This design comes from an exercise in tuning for small area and a short achievable clock period on the open sky130 flow, not from production work. Function was checked by simulation only, so behaviour that the tests miss may differ from the original.

## sparc_alu_reg
module sparc_alu_reg (
    input             clk,
    input      [31:0] valA_in,
    input      [31:0] valB_in,
    input      [1:0]  op_in,
    input      [2:0]  op2_in,
    input      [21:0] imm22_in,
    input      [5:0]  op3_in,
    input             i_in,
    input      [12:0] simm13_in,
    input      [31:0] pc_in,
    input             a_in,
    input      [3:0]  cond_in,
    input      [29:0] disp30_in,
    input      [3:0]  icc_in,
    input      [31:0] y_in,
    output reg [63:0] res_out,
    output reg [31:0] target_out,
    output reg        mux_sel_out,
    output reg [3:0]  icc_out,
    output reg [31:0] y_out,
    output reg        a_out,
    output reg        trap_out
);
==> flow/config.mk <==
export PLATFORM = sky130hd
export DESIGN_NAME = sparc_alu_reg
export DESIGN_NICKNAME = sparc_alu_reg
export VERILOG_FILES = /design/flow/design.v
export SDC_FILE = /design/flow/constraint.sdc
export NUM_CORES = 8
export LEC_CHECK = 0
export ABC_AREA = 1
export CAP_MARGIN = 70
export CORE_MARGIN = 2
export CORE_UTILIZATION = 55
export SLEW_MARGIN = 70
==> flow/constraint.sdc <==
create_clock -name core_clock -period 400.0 [get_ports {clk}]
set_input_delay 80.0000 -clock core_clock [delete_from_list [all_inputs] [get_ports {clk}]]
set_output_delay 80.0000 -clock core_clock [all_outputs]
set_load 0.01 [all_outputs]
standard.sh (not shown) runs the stock make flow with config.mk's settings and CLKGATE_MAP_FILE= SYNTH_SCRIPT=/design/flow/synth_recipe.tcl, a recipe that flattens the netlist after the stock synthesis.
==> flow/flow/run.sh <==
#!/bin/bash
# Own flow: the standard layout (standard.sh: the standard synthesis and every ORFS step
# unchanged), except that the port buffers that ORFS's buffer_ports inserts during placement
# are the library's smallest buffer, sky130_fd_sc_hd__buf_1 (ORFS's BUFFER_PORTS_ARGS), instead
# of the cell the resizer picks by default. Every input and output port still gets a buffer.
set -euo pipefail
bash standard.sh "BUFFER_PORTS_ARGS=-buffer_cell sky130_fd_sc_hd__buf_1" finish > layout.log 2>&1
Change:
--- a/flow/config.mk
+++ b/flow/config.mk
@@ -9 +9 @@
-export CAP_MARGIN = 70
+export CAP_MARGIN = 60
@@ -12 +12 @@
-export SLEW_MARGIN = 70
+export SLEW_MARGIN = 60
Result: The changed run completed with no timing, DRC or antenna violations. Cell count came out lower by 0.40%. Sequential share of layout area came out higher by 0.12 points. Cell area came out lower by 2.0%. Setup slack improved by 0.044 ns. Wire length hardly moves. Fmax stays flat. Clock-buffer cell count came out higher by 4. Non-clock buffer count came out lower by 79.

* * *

Another version of the RTL of sparc_alu_reg (not shown whole).
For scale: roughly 350 flip-flops, ~110000 um^2 of cells after synthesis.
export LEC_CHECK = 0
export ABC_AREA = 1
export CAP_MARGIN = 70
export CORE_MARGIN = 2
export CORE_UTILIZATION = 55
export SLEW_MARGIN = 70
create_clock -name core_clock -period 400.0 [get_ports {clk}]
run.sh (not shown) runs the stock make flow with config.mk's settings and CLKGATE_MAP_FILE= SYNTH_SCRIPT=/design/flow/synth_recipe.tcl, a recipe that flattens the netlist after the stock synthesis.
Stock flow here: none of the scripts above is used.
The baseline finished with timing, DRC and antenna clean.
Then changed:
--- a/flow/config.mk
+++ b/flow/config.mk
@@ -8,5 +8,5 @@
 export ABC_AREA = 1
-export CAP_MARGIN = 70
+export CAP_MARGIN = 50
 export CORE_MARGIN = 2
-export CORE_UTILIZATION = 55
-export SLEW_MARGIN = 70
+export CORE_UTILIZATION = 60
+export SLEW_MARGIN = 50
What happened: The new run passed the timing, design-rule and antenna checks. Cell count decreases slightly. Global-route usage climbs by 3.0 points. Via count goes up slightly. Flip-flop and latch count does not change. Count of clock-buffer cells in the layout shrinks by 9. Worst hold slack degrades by 10 ps. Die area decreases by a little under a tenth. Sequential share of layout area rises by 0.13 points.
Then changed:
==> flow/flow/run.sh (new file) <==
#!/bin/bash
# Own flow: the standard layout (standard.sh: the standard synthesis and every ORFS step
# unchanged), except that the port buffers that ORFS's buffer_ports inserts during placement
# are the library's smallest buffer, sky130_fd_sc_hd__buf_1 (ORFS's BUFFER_PORTS_ARGS), instead
# of the cell the resizer picks by default. Every input and output port still gets a buffer.
set -euo pipefail
bash standard.sh "BUFFER_PORTS_ARGS=-buffer_cell sky130_fd_sc_hd__buf_1" finish > layout.log 2>&1
==> flow/standard.sh (new file) <==
#!/bin/bash
# synth_recipe.tcl (not shown) runs the flow's synth.tcl, then flattens the netlist and writes it again
# the make line also repeats each setting of config.mk as NAME=value (left out here)
make -C /OpenROAD-flow-scripts/flow DESIGN_CONFIG=/design/flow/config.mk WORK_HOME=/design/flow/orfs CLKGATE_MAP_FILE= SYNTH_SCRIPT=/design/flow/synth_recipe.tcl "${@:-finish}"
--- a/flow/config.mk
+++ b/flow/config.mk
@@ -10,3 +10,3 @@
 export CORE_MARGIN = 2
-export CORE_UTILIZATION = 60
+export CORE_UTILIZATION = 55
 export SLEW_MARGIN = 50
removed: flow/run.sh
After rerunning: Flip-flop and latch count is unchanged; cell area drops by about 1.4%.
Then changed:
--- a/flow/config.mk
+++ b/flow/config.mk
@@ -10,3 +10,3 @@
 export CORE_MARGIN = 2
-export CORE_UTILIZATION = 55
+export CORE_UTILIZATION = 60
 export SLEW_MARGIN = 50
Result: Setup slack is worse by 160 ps; hold slack is worse by 5.1 ps; global-route usage rose by 0.70 points; synthesized area does not change; die area fell by a little under a tenth; non-clock buffer count fell by 5.

* * *

Another version of the RTL of sparc_alu_reg (not shown whole).
Size: roughly 16000 cells after synthesis, ~350 flip-flops, ~350 I/O pins, ~0.11 mm^2 of cells after synthesis.
clock: 400.0 ns
lec_check: 0
abc_area: 1
cap_margin: 50
core_margin: 2
core_utilization: 55
slew_margin: 50
Stock flow here: none of the scripts above is used.
The baseline finished with timing, DRC and antenna clean.
==> next run, changes <==
--- a/flow/config.mk
+++ b/flow/config.mk
@@ -11 +11,2 @@
-export CORE_UTILIZATION = 55
+export CORE_UTILIZATION = 60
+export PLACE_DENSITY = 0.7
Final area is lower by 0.49%.
Fmax stays flat.
Area after synthesis is unchanged.
Routed wire length is lower by 2.3%.
Count of clock-buffer cells in the layout is higher by 1.
Non-clock buffer count is higher by 1.
Worst setup slack gains 0.091 ns.
Hold slack gains 0.028 ns.
First-iteration DRC count is lower by 3.5%.
==> next run, changes <==
--- a/flow/config.mk
+++ b/flow/config.mk
@@ -9 +9 @@
-export CAP_MARGIN = 50
+export CAP_MARGIN = 20
@@ -11,3 +11,2 @@
-export CORE_UTILIZATION = 60
-export PLACE_DENSITY = 0.7
-export SLEW_MARGIN = 50
+export CORE_UTILIZATION = 55
+export SLEW_MARGIN = 20
=> Cell area hardly moves. Global-route usage came out lower by 3.3 points. Maximum frequency decreases by 2.4%. Worst setup slack loses 2.1 ns. Hold slack gets worse by 0.027 ns. Die area went up by about 9%. Cell count went up by about 1.4%.

[re-timing with driven ports]
How much do the figures lean on ideal ports? The routed layouts below were timed once more, with nothing changed but the port constraints. Step 1 (the two cells are an assumption about what drives the block):
set clk [get_ports {clk}]
set_driving_cell -lib_cell sky130_fd_sc_hd__clkbuf_16 $clk
set_driving_cell -lib_cell sky130_fd_sc_hd__buf_2 [delete_from_list [all_inputs] $clk]
Step 2 moves the port delays by t, midway between the first and last clock arrival at a register: inputs arrive t later, outputs are due t later. That takes back most of the time a late clock gives input paths. a / b / c = ideal ports / drivers / drivers and shift; a / b = the first two.
run | shift t [ns] | slack for setup (ns) | worst hold slack (ns) | slew at the worst register clock pin (ns) | worst slew at a driven data input, ns
the first run of note 1 | 0.614 | 318.610 / 318.549 / 319.163 | 0.467 / 0.467 / 0.467 | 0.08 / 0.08 | 0.10
the second run of note 1 | 0.651 | 318.654 / 318.588 / 319.077 | 0.465 / 0.465 / 0.465 | 0.09 / 0.09 | 0.09
the first run of note 2 | 0.745 | 318.314 / 318.223 / 318.968 | 0.444 / 0.444 / 0.444 | 0.08 / 0.08 | 0.07
the second run of note 2 | 0.736 | 318.437 / 318.345 / 319.026 | 0.434 / 0.434 / 0.434 | 0.08 / 0.08 | 0.06
the third run of note 2 | 0.696 | 318.817 / 318.722 / 319.408 | 0.428 / 0.428 / 0.428 | 0.08 / 0.08 | 0.12
the fourth run of note 2 | 0.726 | 318.657 / 318.657 / 318.657 | 0.423 / 0.423 / 0.423 | 0.08 / 0.08 | 0.06
the first run of note 3 | 0.689 | 314.736 / 314.736 / 314.736 | 0.429 / 0.429 / 0.429 | 0.08 / 0.08 | 0.10
the second run of note 3 | 0.679 | 314.827 / 314.827 / 314.827 | 0.457 / 0.457 / 0.457 | 0.09 / 0.09 | 0.12
the third run of note 3 | 0.676 | 312.764 / 312.764 / 312.764 | 0.430 / 0.430 / 0.430 | 0.09 / 0.09 | 0.10
After both steps every run listed still meets setup and hold.
